Background: an optimization exercise with open tools, aiming at small area. Do not read the settings as production practice.
In this exercise RTL edits were held to simulation tests only and were not proved equivalent to the original.
No activity file was given, so power comes from the tool's default toggle rates.

==> flow/config.mk <==
export PLATFORM = sky130hd
export DESIGN_NAME = PWMConvert
export DESIGN_NICKNAME = PWMConvert
export VERILOG_FILES = /design/flow/design.v
export SDC_FILE = /design/flow/constraint.sdc
export NUM_CORES = 4
export LEC_CHECK = 0
export CAP_MARGIN = 20
export CORE_MARGIN = 2
export CORE_UTILIZATION = 40
export SLEW_MARGIN = 20
==> flow/constraint.sdc <==
create_clock -name core_clock -period 4.0 [get_ports {GCK}]
set_input_delay 0.8000 -clock core_clock [delete_from_list [all_inputs] [get_ports {GCK}]]
set_output_delay 0.8000 -clock core_clock [all_outputs]
set_load 0.01 [all_outputs]
==> flow/design.v <==
module PWMConvert(GCK, Vsync, mode, rst, OUT, data, addr, en);
input            GCK;
input            Vsync;
input            mode;
input            rst;
input     [15:0] data;
output    [15:0] OUT;
output    [ 8:0] addr;
output           en;
reg       [15:0] OUT;
reg              en;
reg       [10:0] rd_addr;
reg       [15:0] rd_reg     [0:15];
reg       [15:0] out_buffer [0:15];
reg       [ 2:0] out_cs;
reg       [ 2:0] out_ns;
reg              push_reg;
reg              rd_addr_add;
reg              push_buffer;
reg              r_push_reg;
reg              r_push_buffer;
reg              r_carry_60;
reg       [ 4:0] cnt;
parameter [ 2:0] OUT_IDLE   = 3'b000,
                 OUT_ACTION = 3'b001,
                 OUT_SEND   = 3'b010,
                 OUT_PUSH   = 3'b011,
                 OUT_STALL  = 3'b100;
integer i;
always @(posedge GCK or posedge rst) begin
  if (rst) out_cs <= OUT_IDLE;
  else     out_cs <= out_ns;
end
always @(*) begin
  out_ns = out_cs;
  case (out_cs)
    OUT_IDLE: begin
      out_ns = OUT_ACTION;
    end
    OUT_ACTION: begin
      if (cnt[4]) out_ns = OUT_SEND;
    end
    OUT_SEND: begin
      if (~Vsync) out_ns = OUT_PUSH;
    end
    OUT_PUSH: begin
      out_ns = OUT_STALL;
    end
    OUT_STALL: begin
      out_ns = OUT_IDLE;
    end
  endcase
end
always @(*) begin
  push_reg     = 1'b0;
  rd_addr_add  = 1'b0;
  push_buffer  = 1'b0;
  case (out_cs)
    OUT_ACTION: begin
      push_reg = 1'b1;
      rd_addr_add  = 1'b1;
    end
    OUT_PUSH: begin
      push_buffer  = 1'b1;
    end
  endcase
end
always @(posedge GCK or posedge rst) begin
  if (rst) begin
    r_push_reg     <= 1'b0;
    r_carry_60     <= 1'b0;
    r_push_buffer  <= 1'b0;
  end
  else begin
    r_push_reg     <= push_reg;  
    r_carry_60     <= ~rd_addr[9];
    r_push_buffer  <= push_buffer;
  end
end
assign addr = rd_addr[8:0];
always @(posedge GCK or posedge rst) begin
  if (rst)      cnt <= 5'b0;
  else begin
    if (~Vsync) cnt <= 5'b1;
    else        cnt <= cnt + 5'b1;
  end
end
always @(posedge GCK or posedge rst) begin
  if (rst)    en <= 1'b0;
  else begin
    if (mode) en <= rd_addr[10];
    else      en <= rd_addr[9];
  end
end
always @(posedge GCK or posedge rst) begin
  if (rst)           rd_addr <= 11'h10;
  else begin
    if (rd_addr_add) rd_addr <= rd_addr + 11'b1;
  end
end
always @(posedge GCK or posedge rst) begin
  if (rst) begin
    for (i = 0; i < 16; i = i + 1) begin
      rd_reg[i] <= 15'b0;
    end
  end
  else begin
    if (r_push_reg) begin
      rd_reg[15] <= mode ? {1'b0, data[15:1]} + (data[0] & r_carry_60) : data;
      for (i = 0; i < 15; i = i + 1) begin
        rd_reg[i] <= rd_reg[i + 1];
      end
    end
  end
end
always @(posedge GCK or posedge rst) begin
  if (rst) begin
    OUT <= 16'b0;
    for (i = 0; i < 16; i = i + 1) begin
      out_buffer[i] <= 16'b0;
    end
  end
  else begin
    for (i = 0; i < 16; i = i + 1) begin
      {OUT[i], out_buffer[i]} <= r_push_buffer ? ({1'b1, ~rd_reg[i]}) : {OUT[i], out_buffer[i]} + 17'b1;
    end
  end
end
endmodule
==> flow/run.sh <==
#!/bin/bash
# synth_recipe.tcl (not shown) runs the flow's synth.tcl, then flattens the netlist and writes it again
# the make line also repeats each setting of config.mk as NAME=value (left out here)
make -C /OpenROAD-flow-scripts/flow DESIGN_CONFIG=/design/flow/config.mk WORK_HOME=/design/flow/orfs CLKGATE_MAP_FILE= SYNTH_SCRIPT=/design/flow/synth_recipe.tcl finish
==> metrics.cfg, run 1 <==
[route]
routed_wl_um=51800
vias_per_cell=5.29
top_layer_used=met4
wl_met2_um=24300
firstDrtPassIters=5
wl_met3_um=1630
antenna_left=0
vias=16200
drc=0
routedWlPerCell_um=16.9
first_iter_violations=825
m1WireLength_um=24900

[critical_path]
crit_fanout=6
critPathKind=reg -> out
crit_arrival_ns=1.73
critPathBufInv=1
r2r_end=out_buffer[1][12]
r2r-start=r_push_buffer
startpoint_type=flop
r2r_cells=4
critPathSlowestCell=dfstp_2
required_ns=3.20
endpoint=addr[4]
cp.depth=1
end_kind=output pin
crit_start=rd_addr[4]
crit_family=flip-flops
rrSetupSlack_ns=1.71
path_cells=clkdlybuf4s50_1
cpPeakStageDelay_ns=0.58

[global_route]
grt_pass1_wl_um=87300
grt_usage_pct=16.5
grt_max_degree=98
gr-total-overflow=0
grt_pass1_vias=16300
antenna_found_initial=0

[power_and_ir_drop]
powerDensity_nw_per_um2=620
power_mw=17.8
p_leak_nw=12.6
vdd_drop_max_mv=0.356

[status]
outcome=complete, no violations

[synth]
syn_inst=2137
syn-num-nets=2177
synth_ff_type=dfrtp_1
synth_area_leaders=dfrtp_1 55%, mux2_2 11%, mux2i_1 5.9%
ys_top_cells_by_count=550 x dfrtp_1, 246 x mux2_2, 180 x nand2_1
yosysMostFrequentCell=dfrtp_1
synth_top_area_share_pct=54.8
synth_top_area_cell=dfrtp_1
synth-seq-area-share_pct=54.9
synth_area_sq_um=25100
synth_seq_cells=551
ys.warnings.count=3
avgSynthCellArea_sq_um=11.8
ys_types=51
ys_async_sr_fraction_pct=100
synth_edf_count=0

[clock_network]
clkSinkCount=551
clk_pin_slew_ns=0.06
htreeDepth=2
worstSkewPairLatency_ns=0.62
cts_tree=built
cts.root.buffer_cell=clkbuf_16
cts_buffer_depth=3
cts_setup_buffers=0
cts_buffers=59
ctsResizeCount=0
ctsHoldBuffers=0

[floorplanning]
die-width_um=255
core-area_sq_um=61900
rows=91
ios=46
initial_core_util_pct=40.6
dieHeight_um=255
dieArea_sq_um=64900

[placement]
port-buffer-count=45
place_area_sq_um=26700
dpl.hpwl_um=34500
dp_slack_ns=1.18
gp_congestion=0.827
dp_cells=2956

[sta]
rsz0062_at_grt=no
timing.fmax_mhz=395
fin_skew_ns=0.0160
hold_viol_final=0
slew_headroom_pct=30.9
setup_ws_ns=1.47
setup_viol=0
worst_pin_slew_ns=1.04
fin_crit_ns=2.53
worst_hold_slack_ns=0.447
fin_setup_tns_ns=0
maxSlewViolCount=0
period_share_pct=63.2

[final_layout]
fin_util_pct=46.3
finalInstanceArea_sq_um=28700
instances_no_fill=3063
areaGrowthSynthToFinish_pct=14.0
num_antenna_cells=0
drive_gt1_share_pct=17.9
nets=2220

[worst_hold_path]
min_path_type=reg -> reg

[flow_run]
drv_cap=0

-- report_power, final --
part           total, mW  internal, mW  switching [mW]
clock               5.55          3.32            2.23
sequential          8.84          7.19            1.65
combinational       3.37          1.85            1.51
-- final cells by class --
type | instances | area (sq um)
Fill cell | 5647 | 33300
Sequential cell | 551 | 13800
Multi-Input combinational cell | 1435 | 10700
Clock buffer | 85 | 1730
Tap cell | 837 | 1050
Timing Repair Buffer | 75 | 888
Clock inverter | 22 | 253
Inverter | 58 | 229
-- cell families after synthesis --
family	synth area share (%)
simple gates	12.7
flops	54.9
mux	16.9
compound gates	5.34
xor+xnor	6.62
buf+inv	2.51
fa+ha+maj	1.04
-- worst min path at each step --
stage,startpoint,to,slack (ns),depth (start not counted)
floorplan,rd_reg[0][6],out_buffer[0][6],0.42,1
global placement,rd_reg[0][7],out_buffer[0][7],0.43,1
detailed placement,rd_reg[0][7],out_buffer[0][7],0.43,1
CTS,rd_reg[0][7],out_buffer[0][7],0.44,1
global route,rd_reg[0][3],out_buffer[0][3],0.47,1
finish,rd_reg[0][7],out_buffer[0][7],0.45,1
-- routing by layer --
metal	vias to the layer above	GRT usage, %
met5	-	0
met1	8161	23.3
met4	0	4.38
met3	69	2.35
met2	245	26.7
li1	7725	-
-- layout by cell type, fill, tap and decap left out, drive strengths merged, types with 10 or more instances in the layout --
| cell | n |
|---|---|
| nor4 | 59 |
| nor2 | 41 |
| o31a | 18 |
| nor3 | 72 |
| buf | 30 |
| o21a | 10 |
| dfrtp | 550 |
| clkdlybuf4s50 | 45 |
| nand2 | 180 |
| nand3 | 88 |
| and4 | 20 |
| o221ai | 12 |
| xnor2 | 145 |
| mux2 | 246 |
| a31oi | 30 |
| a21oi | 26 |
| nand4 | 51 |
| clkbuf | 85 |
| clkinv | 12 |
| ha | 20 |
| and2 | 26 |
| or3 | 22 |
| inv | 61 |
| xor2 | 45 |
| and3 | 20 |
| o21ai | 111 |
| mux2i | 148 |
==> run 2: changes to the inputs <==
==> flow/design.v (replaced) <==
module PWMConvert(GCK, Vsync, mode, rst, OUT, data, addr, en);
input            GCK;
input            Vsync;
input            mode;
input            rst;
input     [15:0] data;
output    [15:0] OUT;
output    [ 8:0] addr;
output           en;
reg       [15:0] OUT;
reg       [15:0] S;         
reg       [ 6:0] Q;         
reg       [ 1:0] lc;        
reg              pf_d;      
reg              p9_d;      
reg       [ 4:0] early [0:15];
reg       [ 4:0] c     [0:15];
integer i;
wire l1   = ~Vsync & (lc == 2'd0);
wire xfer = ~Vsync & (lc == 2'd2);
wire pf   = (S[15:4] == 12'd0);
always @(posedge GCK or posedge rst) begin
  if (rst) begin
    lc   <= 2'd3;
    S    <= 16'd0;
    Q    <= 7'd1;
    pf_d <= 1'b0;
    p9_d <= 1'b0;
  end
  else begin
    lc   <= Vsync ? 2'd0 : lc + 2'd1;
    S    <= l1 ? 16'd0 : S + 16'd1;
    if (l1) Q <= Q + 7'd1;
    pf_d <= pf;
    p9_d <= base[5];
  end
end
wire [6:0] base = pf ? Q : Q - 7'd1;
assign addr = {base[4:0], S[3:0]};
assign en   = mode ? base[6] : base[5];
wire [15:0] m   = mode ? {1'b0, data[15:1]} : data;
wire        cin = mode & data[0] & ~p9_d;
wire [15:0] v   = m + cin;
wire [17:0] d   = {2'b0, v} + 18'd1 - {2'b0, S};
wire arm   = (d[17:4] == 14'd0);              
wire early_ok = d[17] | (d[16:4] == 13'd0);   
wire [4:0] k = pf_d ? v[4:0] : d[4:0];
reg  [4:0] lfsr_pre;
always @(*) begin
  case (k)
      5'd0: lfsr_pre = 5'h00;
      5'd1: lfsr_pre = 5'h10;
      5'd2: lfsr_pre = 5'h18;
      5'd3: lfsr_pre = 5'h0c;
      5'd4: lfsr_pre = 5'h06;
      5'd5: lfsr_pre = 5'h13;
      5'd6: lfsr_pre = 5'h09;
      5'd7: lfsr_pre = 5'h14;
      5'd8: lfsr_pre = 5'h1a;
      5'd9: lfsr_pre = 5'h0d;
      5'd10: lfsr_pre = 5'h16;
      5'd11: lfsr_pre = 5'h1b;
      5'd12: lfsr_pre = 5'h1d;
      5'd13: lfsr_pre = 5'h1e;
      5'd14: lfsr_pre = 5'h0f;
      5'd15: lfsr_pre = 5'h17;
      5'd16: lfsr_pre = 5'h0b;
      5'd17: lfsr_pre = 5'h15;
      5'd18: lfsr_pre = 5'h0a;
      5'd19: lfsr_pre = 5'h05;
      5'd20: lfsr_pre = 5'h02;
      5'd21: lfsr_pre = 5'h11;
      5'd22: lfsr_pre = 5'h08;
      5'd23: lfsr_pre = 5'h04;
      5'd24: lfsr_pre = 5'h12;
      5'd25: lfsr_pre = 5'h19;
      5'd26: lfsr_pre = 5'h1c;
      5'd27: lfsr_pre = 5'h0e;
      5'd28: lfsr_pre = 5'h07;
      5'd29: lfsr_pre = 5'h03;
      5'd30: lfsr_pre = 5'h01;
      default: lfsr_pre = 5'h00;
  endcase
end
wire [4:0] bus = (pf_d & ~early_ok) ? 5'h1f : lfsr_pre;
always @(posedge GCK) begin
  for (i = 0; i < 16; i = i + 1) begin
    if (pf_d && S[3:0] == ((i + 1) & 15)) early[i] <= bus;
    if (xfer)
      c[i] <= early[i];
    else if (~pf_d && arm && S[3:0] == ((i + 1) & 15))
      c[i] <= bus;
    else
      c[i] <= {c[i][3:0], ~(c[i][4] ^ c[i][2])};
  end
end
always @(posedge GCK or posedge rst) begin
  if (rst) OUT <= 16'b0;
  else begin
    for (i = 0; i < 16; i = i + 1) begin
      if (xfer)              OUT[i] <= 1'b1;
      else if (c[i] == 5'd0) OUT[i] <= 1'b0;
    end
  end
end
endmodule
==> run 2 against run 1 <==
Effect of this change:
- now fails the layout checks on negative setup slack
- maximum frequency decreased by 49%
- register-to-register slack got worse by 2.6 ns
- clock skew decreased by 0.0042 ns
- highest routed layer unchanged
- clock power decreased by 58%
- worst hold slack got worse by 0.0064 ns
- critical path depth increased by 20
- total power decreased by 50%
- critical endpoint is now early[3][3]
- via count decreased by 39%
- setup slack got worse by 2.4 ns
- sequential power decreased by 63%
==> metrics.cfg, run 2 <==
[synth]
synth_top_area_share_pct=21.8
synth_edf_count=80
synth_area_leaders=edfxtp_1 22%, dfxtp_1 15%, dfrtp_1 9.1%
ys_async_sr_fraction_pct=21.2
ys_top_cells_by_count=128 x nor2_1, 109 x nand2_1, 84 x o21ai_0
synth_seq_cells=203
synth_top_area_cell=edfxtp_1
synth_area_sq_um=11000
yosysMostFrequentCell=nor2_1
syn_inst=1177
avgSynthCellArea_sq_um=9.35
syn-num-nets=1246
ys.warnings.count=3
ys_types=77
synth-seq-area-share_pct=46.2
synth_ff_type=edfxtp_1

[sta]
rsz0062_at_grt=yes
fin_setup_tns_ns=-138.38
setup_ws_ns=-0.937
fin_crit_ns=4.94
setup_viol=160
worst_pin_slew_ns=1.31
maxSlewViolCount=0
hold_viol_final=0
fin_skew_ns=0.0118
timing.fmax_mhz=203
slew_headroom_pct=12.0
period_share_pct=123

[clock_network]
clk_pin_slew_ns=0.06
cts_tree=built
cts_buffer_depth=3
clkSinkCount=203
htreeDepth=1
worstSkewPairLatency_ns=0.53
cts.root.buffer_cell=clkbuf_16
cts_buffers=23

[critical_path]
required_ns=4.26
r2r-start=p9_d
critPathKind=in -> reg
crit_arrival_ns=5.19
rrSetupSlack_ns=-0.86
r2r_cells=20
crit_fanout=8
r2r_end=early[3][3]
end_kind=flop
startpoint_type=primary input

[floorplanning]
initial_core_util_pct=40.8
rows=60
dieHeight_um=170
core-area_sq_um=27000
die-width_um=170
ios=46
dieArea_sq_um=28900

[final_layout]
final_cell_mix=132 x buf_4, 124 x nor2_1, 105 x nand2_1, 80 x dfxtp_1, 80 x edfxtp_1
multiInputGateArea_sq_um=5920
final_common_cell=buf_4
finalInstanceArea_sq_um=14700
num_antenna_cells=0
fin_util_pct=54.6
areaGrowthSynthToFinish_pct=33.8
nets=1409
instances_no_fill=1698
drive_gt1_share_pct=23.0
fillers=2342
seqCellArea_sq_um=5080

[route]
drc=0
routedWlPerCell_um=19.4
routed_wl_um=32900
first_iter_violations=885
vias_per_cell=5.84
vias=9920
antenna_left=0
firstDrtPassIters=5

[placement]
port-buffer-count=45
dp_cells=1620
place_area_sq_um=12800
gp_congestion=0.873
dpl.hpwl_um=21400

[power_and_ir_drop]
p_leak_nw=5.59
vdd_drop_max_mv=0.405
powerDensity_nw_per_um2=607

[global_route]
grt_pass1_wl_um=51300
grt_max_degree=93
grt_usage_pct=22.1
gr-total-overflow=0
antenna_found_initial=0
grt_pass1_vias=9652

[worst_hold_path]
min_path_type=reg -> reg
min_from=early[14][2]
whs_path_depth=2
holdPathEnd=c[14][2]

[status]
outcome=finished with violations
check.faults=negative setup slack

[flow_run]
drv_cap=0

run 2: changes by cell type in the layout (fill, tap and decap cells not counted), sizes merged, moves of 70 or more:
cell | previous run | this run
buf | 30 | 175
mux2i | 148 | 12
xnor2 | 145 | 39
dfxtp | 0 | 80
edfxtp | 0 | 80
nor2 | 41 | 128
nand2 | 180 | 110
dfrtp | 550 | 40
mux2 | 246 | 5
run 2: per-layer routing:
layer | GRT usage [%] | share of wire, %
met1 | 30.0 | 44
met2 | 36.6 | 46
met3 | 3.63 | 7.2
met4 | 6.13 | 2.7
met5 | 0 | 0
run 2: what timing repair did:
action                     4_1_cts  5_1_grt
setup endpoints to repair      160      161
hold buffers                     0        0
resized for setup               75       82
pin swaps                       63       78
gates cloned                    10        8
setup buffers                   20        2
run 2: worst max-delay path by stage:
stage | startpoint | to | slack, ns
after detailed placement | mode | c[0][2] | -2.19
after floorplan | mode | c[10][0] | -1.60
final | mode | early[3][3] | -0.94
after global placement | mode | c[0][2] | -2.12
after CTS | mode | c[10][0] | -1.05
after global routing | mode | c[10][0] | -1.12
run 2: kinds of logic (layout without fill, tap and decap cells):
| group | count (synthesis) | count (layout) | synth area share [%] |
|---|---|---|---|
| mux | 17 | 17 | 1.60 |
| simple gates | 427 | 429 | 19.1 |
| fa+ha+maj | 49 | 49 | 5.71 |
| xor+xnor | 50 | 50 | 3.98 |
| buf+inv | 128 | 306 | 5.07 |
| flops | 203 | 203 | 46.2 |
| compound gates | 303 | 303 | 18.4 |
run 2: layout make-up:
| cell class | instances | share of cell area (%) |
|---|---|---|
| clock inverter | 14 | 1.44 |
| multi-input combinational | 848 | 40.2 |
| sequential | 203 | 34.5 |
| clock buffer | 28 | 4.31 |
| inverter | 41 | 1.05 |
| tap | 341 | 2.90 |
| timing repair buffer | 223 | 15.6 |
run 2: worst max-delay path, cell delays in order:
cell	delay [ns]
buf_8	0.10
mux2_4	0.21
ha_4	0.15
nand3_4	0.06
a211o_1	0.28
nor4b_4	0.26
nand3_2	0.14
nor2_4	0.16
nand2_2	0.08
a21oi_2	0.12
a311oi_2	0.07
ha_2	0.23
fa_2	0.59
o32ai_2	0.10
or4_4	0.56
nor4_4	0.26
and4_4	0.28
and3_4	0.26
a21o_4	0.21
buf_8	0.15
nand2b_4	0.12
run 2: per-stage QoR:
stage	total power, mW	setup WS [ns]	hold slack, ns
final	8.94	-0.937	0.440
after global routing	9.41	-1.12	0.463
after CTS	8.82	-1.05	0.445
after detailed placement	6.16	-2.19	0.431
after global placement	6.14	-2.12	0.423
after floorplan	4.97	-1.60	0.418
run 2: where the power goes:
part / internal (mW) / switching, mW
logic: 1.60 / 1.71
clock network: 1.46 / 0.890
registers: 2.86 / 0.412
total: 5.92 / 3.01
==> run 3: changes to the inputs <==
==> flow/design.v (replaced) <==
module PWMConvert(GCK, Vsync, mode, rst, OUT, data, addr, en);
input            GCK;
input            Vsync;
input            mode;
input            rst;
input     [15:0] data;
output    [15:0] OUT;
output    [ 8:0] addr;
output           en;
reg       [15:0] OUT;
reg       [15:0] R;         
reg       [ 6:0] Q;         
reg       [ 1:0] lc;        
reg              pf;        
reg              p9_d;      
reg       [ 4:0] early [0:15];
reg       [ 4:0] cs    [0:15];
integer i;
wire l1   = ~Vsync & (lc == 2'd0);
wire xfer = ~Vsync & (lc == 2'd2);
wire [6:0] base = pf ? Q : Q - 7'd1;
always @(posedge GCK or posedge rst) begin
  if (rst) begin
    lc   <= 2'd3;
    R    <= 16'hffff;
    Q    <= 7'd1;
    pf   <= 1'b1;
    p9_d <= 1'b0;
  end
  else begin
    lc   <= Vsync ? 2'd0 : lc + 2'd1;
    R    <= l1 ? 16'hffff : R + 16'd1;
    if (l1) Q <= Q + 7'd1;
    pf   <= l1 | (pf & (R[3:0] != 4'd14));
    p9_d <= base[5];
  end
end
assign addr = {base[4:0], R[3:0]};
assign en   = mode ? base[6] : base[5];
wire        pf_d = (R[15:4] == 12'd0);            
wire [15:0] m    = mode ? {1'b0, data[15:1]} : data;
wire        cin  = mode & data[0] & ~p9_d;
wire [ 4:0] vl5  = {1'b0, m[3:0]} + {4'b0, cin};   
wire [11:0] mh   = m[15:4];
wire [11:0] Rh   = R[15:4];
reg  [11:0] tp, tm;
integer b;
always @(*) begin
  tp[0] = 1'b1;
  tm[0] = 1'b1;
  for (b = 1; b < 12; b = b + 1) begin
    tp[b] = tp[b-1] &  Rh[b-1];
    tm[b] = tm[b-1] & ~Rh[b-1];
  end
end
wire [11:0] x   = mh ^ Rh;
wire        eqA = (x == 12'd0);    
wire        eqP = (x == tp);       
wire        eqM = (x == tm);       
wire        hi0 = vl5[4] ? eqM : eqA;    
wire        hi1 = vl5[4] ? eqA : eqP;    
wire        lge = (vl5[3:0] >= R[3:0]);
wire arm      = (hi0 & lge) | (hi1 & ~lge);       
wire early_ok = hi0 | (hi1 & ~lge);               
wire [4:0] v5 = {m[4] ^ vl5[4], vl5[3:0]};
wire [4:0] k  = pf_d ? v5 : v5 - R[4:0];
reg  [4:0] lfsr_pre;
always @(*) begin
  case (k)
      5'd0: lfsr_pre = 5'h00;
      5'd1: lfsr_pre = 5'h0f;
      5'd2: lfsr_pre = 5'h08;
      5'd3: lfsr_pre = 5'h1b;
      5'd4: lfsr_pre = 5'h02;
      5'd5: lfsr_pre = 5'h0e;
      5'd6: lfsr_pre = 5'h18;
      5'd7: lfsr_pre = 5'h13;
      5'd8: lfsr_pre = 5'h16;
      5'd9: lfsr_pre = 5'h04;
      5'd10: lfsr_pre = 5'h0d;
      5'd11: lfsr_pre = 5'h09;
      5'd12: lfsr_pre = 5'h0b;
      5'd13: lfsr_pre = 5'h0a;
      5'd14: lfsr_pre = 5'h1a;
      5'd15: lfsr_pre = 5'h12;
      5'd16: lfsr_pre = 5'h06;
      5'd17: lfsr_pre = 5'h0c;
      5'd18: lfsr_pre = 5'h19;
      5'd19: lfsr_pre = 5'h03;
      5'd20: lfsr_pre = 5'h1e;
      5'd21: lfsr_pre = 5'h10;
      5'd22: lfsr_pre = 5'h07;
      5'd23: lfsr_pre = 5'h1c;
      5'd24: lfsr_pre = 5'h11;
      5'd25: lfsr_pre = 5'h17;
      5'd26: lfsr_pre = 5'h14;
      5'd27: lfsr_pre = 5'h05;
      5'd28: lfsr_pre = 5'h1d;
      5'd29: lfsr_pre = 5'h01;
      5'd30: lfsr_pre = 5'h1f;
      default: lfsr_pre = 5'h00;
  endcase
end
wire [4:0] bus = (pf_d & ~early_ok) ? 5'h15 : lfsr_pre;
always @(posedge GCK) begin
  if (pf_d) begin
    early[15] <= ~bus;
    for (i = 0; i < 15; i = i + 1) early[i] <= early[i + 1];
  end
  for (i = 0; i < 16; i = i + 1) begin
    if (xfer)
      cs[i] <= ~early[(i + 1) & 15];
    else if (~pf_d && arm && R[3:0] == ((i + 1) & 15))
      cs[i] <= bus;
    else
      cs[i] <= {~cs[i][3:0], ~(cs[i][4] ^ cs[i][2])};
  end
end
always @(posedge GCK or posedge rst) begin
  if (rst) OUT <= 16'b0;
  else begin
    for (i = 0; i < 16; i = i + 1) begin
      if (xfer)               OUT[i] <= 1'b1;
      else if (cs[i] == 5'd0) OUT[i] <= 1'b0;
    end
  end
end
endmodule
==> run 3 against run 2 <==
Effect of this change:
- the run now finishes clean
- count of clock-buffer cells in the layout is 4 higher
- critical path depth is 7 lower
- worst hold slack improved by 0.0063 ns
- clock power decreased by 13%
- combinational power rose by 63%
- global-route usage decreased by 3.4 points
- utilization is 3.9 points lower
- routed wire length fell by 25%
- sequential share of layout area increased by 5.6 points
- first-iteration DRC count fell by 42%
- flip-flop and latch count is the same
- largest cell class is now registers
- largest power group unchanged
==> metrics.cfg, run 3 <==
[status]
outcome=complete, no violations

[sta]
slew_headroom_pct=39.0
hold_viol_final=0
rsz0062_at_grt=no
period_share_pct=95.2
maxSlewViolCount=0
fin_skew_ns=0.0200
fin_crit_ns=3.81
worst_pin_slew_ns=0.904
setup_viol=0
timing.fmax_mhz=263

[clock_network]
clk_pin_slew_ns=0.06
cts_buffers=22
clkSinkCount=203
cts_buffer_depth=3
worstSkewPairLatency_ns=0.51
cts.root.buffer_cell=clkbuf_16
cts_tree=built
htreeDepth=1

[synth]
ys_async_sr_fraction_pct=21.2
yosysMostFrequentCell=nand2_1
synth_area_leaders=edfxtp_1 24%, dfxtp_1 16%, nand2_1 6.8%
synth_top_area_share_pct=23.5
synth-xor-area-share_pct=4.89
ys_types=73
avgSynthCellArea_sq_um=9.75
synth_ff_type=edfxtp_1
synth_top_family_by_area=compound AO/OA/AOI/OAI gates
synth_seq_cells=203
synth_top_area_cell=edfxtp_1
synth-seq-area-share_pct=50.0
synthMuxAreaShare_pct=3.21
ys_top_cells_by_count=186 x nand2_1, 97 x o21ai_0, 80 x dfxtp_1, 80 x edfxtp_1, 54 x clkbuf_1
synth_fa_ha_area_share_pct=2.77
synth_area_sq_um=10200
synth_edf_count=80
syn_inst=1047
ys.warnings.count=3
syn-num-nets=1089
synth-simple-area-share_pct=16.1
synth-compound-area-share_pct=18.7

[final_layout]
drive_gt1_share_pct=21.4
num_antenna_cells=0
fillers=2376
areaGrowthSynthToFinish_pct=24.8
finalInstanceArea_sq_um=12700
seqCellArea_sq_um=5100
nets=1210
final_common_cell=nand2_1
multiInputGateArea_sq_um=4870
final_cell_mix=185 x nand2_1, 113 x buf_4, 93 x o21ai_0, 80 x dfxtp_1, 80 x edfxtp_1

[route]
first_iter_violations=511
vias=8127
vias_per_cell=5.37
firstDrtPassIters=5
routed_wl_um=24600
routedWlPerCell_um=16.2
antenna_left=0
drc=0

[floorplanning]
ios=46
dieArea_sq_um=26800
core-area_sq_um=25100
rows=58
initial_core_util_pct=40.6
die-width_um=164
dieHeight_um=164

[critical_path]
critPathSlowestCell=or4_1
required_ns=4.39
crit_fanout=12
path_common_cell=buf_4
crit_family=simple AND/OR/NAND/NOR gates
critPathKind=in -> reg
startpoint_type=primary input
crit_arrival_ns=4.19
critPathBufInv=5
rrSetupSlack_ns=0.48
path_cells=dlygate4sd2_1 > buf_4 > mux2i_4 > xnor2_1 > or4_1 > or4_4 > o21ai_2 > o21ba_1 > buf_12 > buf_4 > a211oi_2 > buf_4 > o22ai_1 > a31o_2
cpPeakStageDelay_ns=0.56
end_kind=flop

[placement]
place_area_sq_um=11900
gp_congestion=0.859
dpl.hpwl_um=17400
port-buffer-count=45

[power_and_ir_drop]
powerDensity_nw_per_um2=852
p_leak_nw=4.96
vdd_drop_max_mv=0.460
power_mw=10.9

[global_route]
grt_pass1_wl_um=40600
grt_max_degree=75
grt_pass1_vias=7876
antenna_found_initial=0
gr-total-overflow=0
grt_usage_pct=18.7

[flow_run]
drv_cap=0

[worst_hold_path]
min_path_type=reg -> reg

-- run 3: cell types whose count changed after synthesis, moves of 16 or more --
cell,previous run,this run
o211ai_1,30,3
nor2_1,128,42
dfstp_2,3,20
a21oi_1,23,39
buf_2,26,4
dfrtp_1,40,23
nand4_1,62,7
ha_1,47,21
nand2_1,109,186
a31oi_1,70,46
-- run 3: repair_timing --
| action | 4_1_cts | 5_1_grt |
|---|---|---|
| pin swaps | 3 | 1 |
| endpoints found under the setup margin | 42 | 65 |
| gates cloned | 0 | 0 |
| resized for setup | 4 | 15 |
| hold buffers | 0 | 0 |
| buffers inserted | 3 | 0 |
-- run 3: report_power, final --
part	internal, mW	total (mW)	switching [mW]
clock network	1.24	2.04	0.794
logic	2.57	5.41	2.83
registers	2.87	3.40	0.536
-- run 3: logic make-up (layout without fill, tap and decap cells) --
family | Yosys count | after routing
DFF | 203 | 203
xor gates and xnor gates | 57 | 57
muxes | 31 | 31
and+or+nand+nor | 354 | 354
adders and majority gates | 22 | 22
buffers and inverters | 99 | 235
AOI/OAI and AO/OA | 281 | 281
-- run 3: cell type report --
type	count	share of cell area, %
Inverter	27	0.845
Clock inverter	7	0.796
Sequential cell	203	40.1
Tap cell	330	3.24
Timing Repair Buffer	169	11.7
Multi-Input combinational cell	745	38.3
Clock buffer	32	5.02
-- run 3: worst paths after layout --
path                             startpoint  cells after the start     endpoint
min in group asynchronous               rst                      2       OUT[3]
worst max register to register         R[4]                     12    cs[15][0]
worst min register to register  early[1][4]                      0  early[0][4]
worst min-delay path            early[1][4]                      0  early[0][4]
max in group asynchronous               rst                      3      OUT[15]
worst max-delay path                   mode                     14    cs[15][0]
-- run 3: routing by layer --
metal  vias up  part of all wire, %  global-route usage, %
met3        33                  3.5                   2.25
met4         0                  1.7                   4.55
li1       4041                    -                      -
met1      3921                   48                   26.0
met2       132                   47                   31.2
met5         -                    0                      0
-- run 3: worst reg2reg max path: stages, from the launching register on --
cell	delay, ns
dfstp_2	0.43
or3_1	0.46
or4_1	0.52
o21ba_2	0.24
nor4_1	0.27
nand3_1	0.19
o21ba_1	0.25
buf_12	0.16
buf_4	0.17
a211oi_2	0.23
buf_4	0.20
o22ai_1	0.08
a31o_2	0.22
-- run 3: stage by stage --
step / TNS [ns] / hold WS (ns) / std cells / worst slack [ns] / utilization [%]
after floorplan: -7.62 / 0.417 / 1047 / -0.214 / -
after global placement: -41.21 / 0.428 / 1471 / -0.605 / 47.4
after detailed placement: -43.40 / 0.432 / 1471 / -0.604 / 47.4
after CTS: 0 / 0.448 / 1513 / 0.0846 / 50.5
after global routing: 0 / 0.458 / 1513 / 0.00317 / 50.7
final: 0 / 0.447 / 1513 / 0.194 / 50.7
==> run 4: changes to the inputs <==
--- a/flow/design.v
+++ b/flow/design.v
@@ -12,32 +12,37 @@
 reg       [ 6:0] Q;         
 reg       [ 1:0] lc;        
 reg              pf;        
+reg              pf_d;      
+reg              xfer;      
 reg              p9_d;      
 reg       [ 4:0] early [0:15];
 reg       [ 4:0] cs    [0:15];
 integer i;
 wire l1   = ~Vsync & (lc == 2'd0);
-wire xfer = ~Vsync & (lc == 2'd2);
 wire [6:0] base = pf ? Q : Q - 7'd1;
 always @(posedge GCK or posedge rst) begin
   if (rst) begin
     lc   <= 2'd3;
-    R    <= 16'hffff;
     Q    <= 7'd1;
     pf   <= 1'b1;
+    pf_d <= 1'b0;
+    xfer <= 1'b0;
     p9_d <= 1'b0;
   end
   else begin
     lc   <= Vsync ? 2'd0 : lc + 2'd1;
-    R    <= l1 ? 16'hffff : R + 16'd1;
     if (l1) Q <= Q + 7'd1;
     pf   <= l1 | (pf & (R[3:0] != 4'd14));
+    pf_d <= pf;
+    xfer <= ~Vsync & (lc == 2'd1);
     p9_d <= base[5];
   end
 end
+always @(posedge GCK) begin
+  R <= (l1 | rst) ? 16'hffff : R + 16'd1;
+end
 assign addr = {base[4:0], R[3:0]};
 assign en   = mode ? base[6] : base[5];
-wire        pf_d = (R[15:4] == 12'd0);            
 wire [15:0] m    = mode ? {1'b0, data[15:1]} : data;
 wire        cin  = mode & data[0] & ~p9_d;
 wire [ 4:0] vl5  = {1'b0, m[3:0]} + {4'b0, cin};   
==> run 4 against run 3 <==
Effect of this change:
- now fails the layout checks on negative setup slack
- largest cell class unchanged
- clock power is 5% lower
- routed wire length is 7.8% higher
- die area decreased by 0.73%
- largest power group is now registers
- design area is essentially flat
- maximum frequency down 6.0%
- synthesized cell count shrank 7.9%
- sequential share of layout area shrank 0.34 points
==> metrics.cfg, run 4 <==
[status]
outcome=finished with violations
check.faults=negative setup slack

[placement]
dpl.hpwl_um=18200
port-buffer-count=45
gp_congestion=0.835
place_area_sq_um=11600

[global_route]
antenna_found_initial=0
gr-total-overflow=0
grt_usage_pct=19.7
grt_pass1_vias=7797
grt_pass1_wl_um=41900
grt_util_met3_pct=2.51
grt_use_met2_pct=33.1
grt_max_degree=108
busiest_layer=met2
grt_use_met1_pct=27.5

[synth]
ys_async_sr_fraction_pct=14.1
syn-num-nets=1006
synth_top_area_cell=edfxtp_1
ys_top_cells_by_count=96 x dfxtp_1, 91 x nand2_1, 80 x edfxtp_1
ys.warnings.count=3
ys_types=81
synth_seq_cells=205
avgSynthCellArea_sq_um=10.5
syn_inst=964
synth_edf_count=80
yosysMostFrequentCell=dfxtp_1
synth-seq-area-share_pct=49.9
synth_area_leaders=edfxtp_1 24%, dfxtp_1 19%, dfrtp_1 6.2%
synth_top_area_share_pct=23.7
synth_ff_type=dfxtp_1
synth_area_sq_um=10100

[route]
drc=0
firstDrtPassIters=6
routedWlPerCell_um=18.5
antenna_left=0
vias=8001
vias_per_cell=5.57
first_iter_violations=818
routed_wl_um=26500

[critical_path]
required_ns=4.38
path_cells=buf_8 > mux2_4 > ha_4 > a311oi_2 > a211oi_2 > ha_1 > nor2_2 > a21oi_2 > a41o_1 > or4b_4 > nor3_4 > a31oi_4 > buf_4 > a21oi_2 > buf_4 > nor2_1 > buf_4 > a221o_1
critPathSlowestCell=or4b_4
startpoint_type=primary input
cpPeakStageDelay_ns=0.50
path_common_cell=buf_4
critPathKind=in -> reg
crit_arrival_ns=4.43
crit_fanout=7
end_kind=flop

[final_layout]
num_antenna_cells=0
drive_gt1_share_pct=21.8
final_common_cell=buf_4
final_cell_mix=111 x buf_4, 96 x dfxtp_1, 91 x nand2_1, 80 x edfxtp_1, 57 x nor2_1
finalInstanceArea_sq_um=12700
nets=1132
fillers=2295
areaGrowthSynthToFinish_pct=25.7

[sta]
fin_crit_ns=4.05
setup_ws_ns=-0.0490
maxSlewViolCount=0
period_share_pct=101
fin_skew_ns=0.00722
hold_viol_final=0
timing.fmax_mhz=247
rsz0062_at_grt=yes
worst_pin_slew_ns=1.12
fin_setup_tns_ns=-0.257
slew_headroom_pct=25.3
setup_viol=10

[clock_network]
cts.root.buffer_cell=clkbuf_16
cts_tree=built
cts_buffers=22
worstSkewPairLatency_ns=0.49
clkSinkCount=205
cts_buffer_depth=3
htreeDepth=1
clk_pin_slew_ns=0.06

[floorplanning]
dieArea_sq_um=26600
initial_core_util_pct=40.4
dieHeight_um=163
die-width_um=163
core-area_sq_um=25000
ios=46
rows=58

[power_and_ir_drop]
powerDensity_nw_per_um2=696
vdd_drop_max_mv=0.354
power_mw=8.85
p_leak_nw=4.97

[worst_hold_path]
min_path_type=reg -> reg

[flow_run]
drv_cap=0

run 4: cell types whose count changed after synthesis, sizes merged, moves of 15 or more:
cell    before  now
nand2      186   91
o21ai       98   37
a222oi       0   28
a21oi       40   15
nor2        42   67
and2         6   28
a31oi       46   25
nor3b        0   20
nor3         9   28
clkbuf      54   36
dfstp       20    4
dfxtp       80   96
nand3       35   20
run 4: logic make-up after synthesis:
family                     Yosys count  synth area share (%)
buffers and inverters               94                  4.30
AOI/OAI and AO/OA                  206                  16.3
DFF                                205                  49.9
muxes                               33                  3.43
xor gates and xnor gates            69                  6.12
and+or+nand+nor                    335                  17.2
adders and majority gates           22                  2.79
run 4: area by class of cell:
class	instances	area [sq um]	area share, %
sequential	205	5060	39.8
multi-input combinational	665	4990	39.2
inverter	27	101	0.796
clock inverter	3	15.0	0.118
clock buffer	37	679	5.34
timing repair buffer	169	1470	11.5
tap	330	413	3.24
run 4: worst paths after layout:
kind,start,to,slack [ns],cells after the start
max,mode,cs[10][0],-0.05,18
min,cs[10][1],cs[10][2],0.44,1
max reg2reg,p9_d,cs[10][0],0.06,19
min reg2reg,cs[10][1],cs[10][2],0.44,1
max in group asynchronous,rst,Q[0],2.34,3
min in group asynchronous,rst,OUT[3],0.85,2
run 4: power breakdown:
group / switching, mW / total [mW] / internal, mW
logic: 1.46 / 2.95 / 1.49
clock network: 0.789 / 1.94 / 1.15
registers: 0.687 / 3.96 / 3.27
run 4: what timing repair did:
item	in CTS	in global routing
cloned	0	1
resized for setup	24	46
hold buffers	0	0
setup endpoints to repair	85	79
setup buffers	11	12
pin swaps	12	27
run 4: critical path, delay by kind of cell:
kind                     cells  cell delay, ns
AO/OA/AOI/OAI                7            1.33
adder cells (fa/ha/maj)      2            0.54
buffers and inverters        4            0.60
multiplexers                 1            0.30
AND/OR/NAND/NOR              4            0.87
run 4: routing by layer:
metal,vias to the layer above,share of wire (%)
met3,31,4.8
met2,211,48
met1,3915,46
li1,3844,-
met5,-,0
met4,0,1.5
run 4: per-stage QoR:
step / utilization, % / hold slack (ns) / instances / worst slack, ns
2_1_floorplan: - / 0.411 / 964 / -0.584
3_3_place_gp: 46.3 / 0.427 / 1372 / -0.768
3_5_place_dp: 46.3 / 0.428 / 1372 / -0.848
4_1_cts: 49.7 / 0.436 / 1423 / 0.0284
5_1_grt: 50.8 / 0.455 / 1436 / -0.190
6_report: 50.8 / 0.440 / 1436 / -0.0490
==> run 5: changes to the inputs <==
--- a/flow/config.mk
+++ b/flow/config.mk
@@ -8,4 +8,6 @@
 export CAP_MARGIN = 20
 export CORE_MARGIN = 2
 export CORE_UTILIZATION = 40
+export CTS_BUF_LIST = sky130_fd_sc_hd__clkbuf_4
+export GPL_TIMING_DRIVEN = 0
 export SLEW_MARGIN = 20
==> run 5 against run 4 <==
Effect of this change:
- now clean on timing, DRC and antenna
- total power down 2.1%
- routed wire length up 5.0%
- via count up 2.0%
- highest routed layer unchanged
- synthesized cell count unchanged
- largest cell class is now multi-input gates
==> metrics.cfg, run 5 <==
[floorplanning]
dieArea_sq_um=26600
initial_core_util_pct=40.4
ios=46
dieHeight_um=163
die-width_um=163
core-area_sq_um=25000
rows=58

[synth]
syn_inst=964
synth-compound-area-share_pct=16.3
ys_async_sr_fraction_pct=14.1
synth_area_leaders=edfxtp_1 24%, dfxtp_1 19%, dfrtp_1 6.2%
synth_area_sq_um=10100
synth-seq-area-share_pct=49.9
synth_edf_count=80
synth_top_area_share_pct=23.7
ys_top_cells_by_count=96 x dfxtp_1, 91 x nand2_1, 80 x edfxtp_1
syn-num-nets=1006
avgSynthCellArea_sq_um=10.5
ys_types=81
synth_ff_type=dfxtp_1
yosysMostFrequentCell=dfxtp_1
ys.warnings.count=3
synth-simple-area-share_pct=17.2
synth_fa_ha_area_share_pct=2.79
synth-xor-area-share_pct=6.12
synthMuxAreaShare_pct=3.43
synth_top_area_cell=edfxtp_1
synth_top_family_by_area=simple AND/OR/NAND/NOR gates
synth_seq_cells=205

[flow_run]
drv_cap=0

[global_route]
grt_max_degree=59
grt_usage_pct=21.3
grt_pass1_wl_um=44500
grt_pass1_vias=8131
gr-total-overflow=0
antenna_found_initial=0

[critical_path]
end_kind=flop
critPathKind=in -> reg
startpoint_type=primary input
crit_arrival_ns=4.44
r2r_cells=17
crit_fanout=6
required_ns=4.53

[clock_network]
cts.root.buffer_cell=clkbuf_4
cts_buffers=51
cts_buffer_depth=3
htreeDepth=2
clkSinkCount=205
clk_pin_slew_ns=0.07
worstSkewPairLatency_ns=0.67
cts_tree=built

[route]
firstDrtPassIters=7
vias=8161
drc=0
vias_per_cell=5.59
routed_wl_um=27800
antenna_left=0
first_iter_violations=693
routedWlPerCell_um=19.1

[placement]
dp_cells=1341
dp_slack_ns=-1.97
port-buffer-count=45
place_area_sq_um=11200
dpl.hpwl_um=19100
gp_congestion=0.863

[final_layout]
fin_util_pct=50.7
areaGrowthSynthToFinish_pct=25.3
final_common_cell=dfxtp_1
instances_no_fill=1461
num_antenna_cells=0
finalInstanceArea_sq_um=12700
nets=1131
final_cell_mix=96 x dfxtp_1, 91 x nand2_1, 85 x clkbuf_4, 80 x edfxtp_1, 50 x nor2_1
drive_gt1_share_pct=23.4

[sta]
fin_setup_tns_ns=0
slew_headroom_pct=37.3
worst_hold_slack_ns=0.427
setup_ws_ns=0.0824
rsz0062_at_grt=yes
hold_viol_final=0
timing.fmax_mhz=255
period_share_pct=97.9
maxSlewViolCount=0
worst_pin_slew_ns=0.934
fin_crit_ns=3.92
setup_viol=0
fin_skew_ns=0.0360

[power_and_ir_drop]
p_leak_nw=4.83
vdd_drop_max_mv=0.379
power_mw=8.66
powerDensity_nw_per_um2=683

[worst_hold_path]
whs_path_depth=1
min_path_type=reg -> reg

[status]
outcome=complete, no violations

==> run 5: repair_timing <==
item,in CTS,in global routing
pin swaps,57,13
cloned,2,0
resized for setup,96,26
buffers inserted,30,1
hold buffers,0,0
setup endpoints to repair,85,85
==> run 5: area by class of cell <==
type | instances | area (sq um)
buffer | 59 | 310
tap | 330 | 413
clock buffer | 85 | 638
timing repair buffer | 80 | 863
fill | 2314 | 12300
sequential | 205 | 5060
clock inverter | 10 | 46.3
multi-input combinational | 665 | 5240
inverter | 27 | 116
==> run 5: path summary, 6_finish.rpt <==
kind                              to      start  slack, ns
setup / recovery           cs[14][0]       mode       0.08
hold / removal             cs[10][1]  cs[10][0]       0.43
setup reg to reg           cs[14][0]       p9_d       0.11
hold reg to reg            cs[10][1]  cs[10][0]       0.43
max in group asynchronous      lc[1]        rst       2.90
min in group asynchronous     OUT[2]        rst       0.55
==> run 5: power by group <==
group	leakage, nW	switching, mW	internal, mW	total (mW)
combinational	2.51	1.57	1.41	2.98
clock	0.409	0.847	0.958	1.80
sequential	1.92	0.609	3.27	3.87
==> run 5: logic make-up (layout without fill, tap and decap cells) <==
group / count (synthesis) / count (layout)
adder cells (fa/ha/maj): 22 / 22
buffers and inverters: 94 / 261
AND/OR/NAND/NOR: 335 / 335
XOR/XNOR: 69 / 69
multiplexers: 33 / 33
flip-flops: 205 / 205
AO/OA/AOI/OAI: 206 / 206
==> run 5: per-layer routing <==
metal	track usage [%]	up-vias	wire, um
li1	-	3886	-
met1	29.5	3992	13000
met2	33.6	236	12800
met3	4.55	47	1530
met4	6.44	0	578
met5	0	-	0
==> run 5: worst max-delay path: stages <==
cell and delay [ns]:
buf_12 0.11, mux2_4 0.30, ha_4 0.20, a311oi_4 0.30, a211oi_2 0.08, ha_1 0.33
nor2_2 0.10, a21oi_2 0.05, a41o_1 0.25, or4b_4 0.50, nor3_4 0.21, a31oi_4 0.13
buf_12 0.16, buf_6 0.11, o32a_1 0.32, buf_6 0.15, a311o_1 0.33

-- separate check: timing with driven ports --
No port has a modelled driver above. Below, the same layouts with a new extraction and two added sets of constraints.
Step 1 assumes that a clkbuf_16 drives the clock port and a buf_2 every other input.
Step 2 adds t to the input delays and takes it off the output delays; t is the mean of the earliest and latest rising clock arrival at the registers after step 1. Input paths then give back, and output paths get back, about the clock's delay inside the block.
a / b / c = ideal / step 1 / step 2; a / b = the first two.
| run | shift t [ns] | slack for setup (ns) | hold slack, ns |
|---|---|---|---|
| run 1 | 0.669 | 1.471 / 1.410 / 1.177 | 0.447 / 0.447 / 0.447 |
| run 2 | 0.573 | -0.937 / -0.929 / -1.502 | 0.440 / 0.440 / 0.440 |
| run 3 | 0.548 | 0.194 / 0.223 / -0.324 | 0.447 / 0.447 / 0.447 |
| run 4 | 0.539 | -0.049 / -0.047 / -0.586 | 0.440 / 0.440 / 0.440 |
| run 5 | 0.690 | 0.082 / 0.071 / -0.619 | 0.427 / 0.427 / 0.427 |
Met with ideal ports but missed after step 2: setup timing in run 3 and run 5. The setup slack of run 5, which loses most, moves by -0.011 ns with the drivers and by -0.701 ns with both steps.
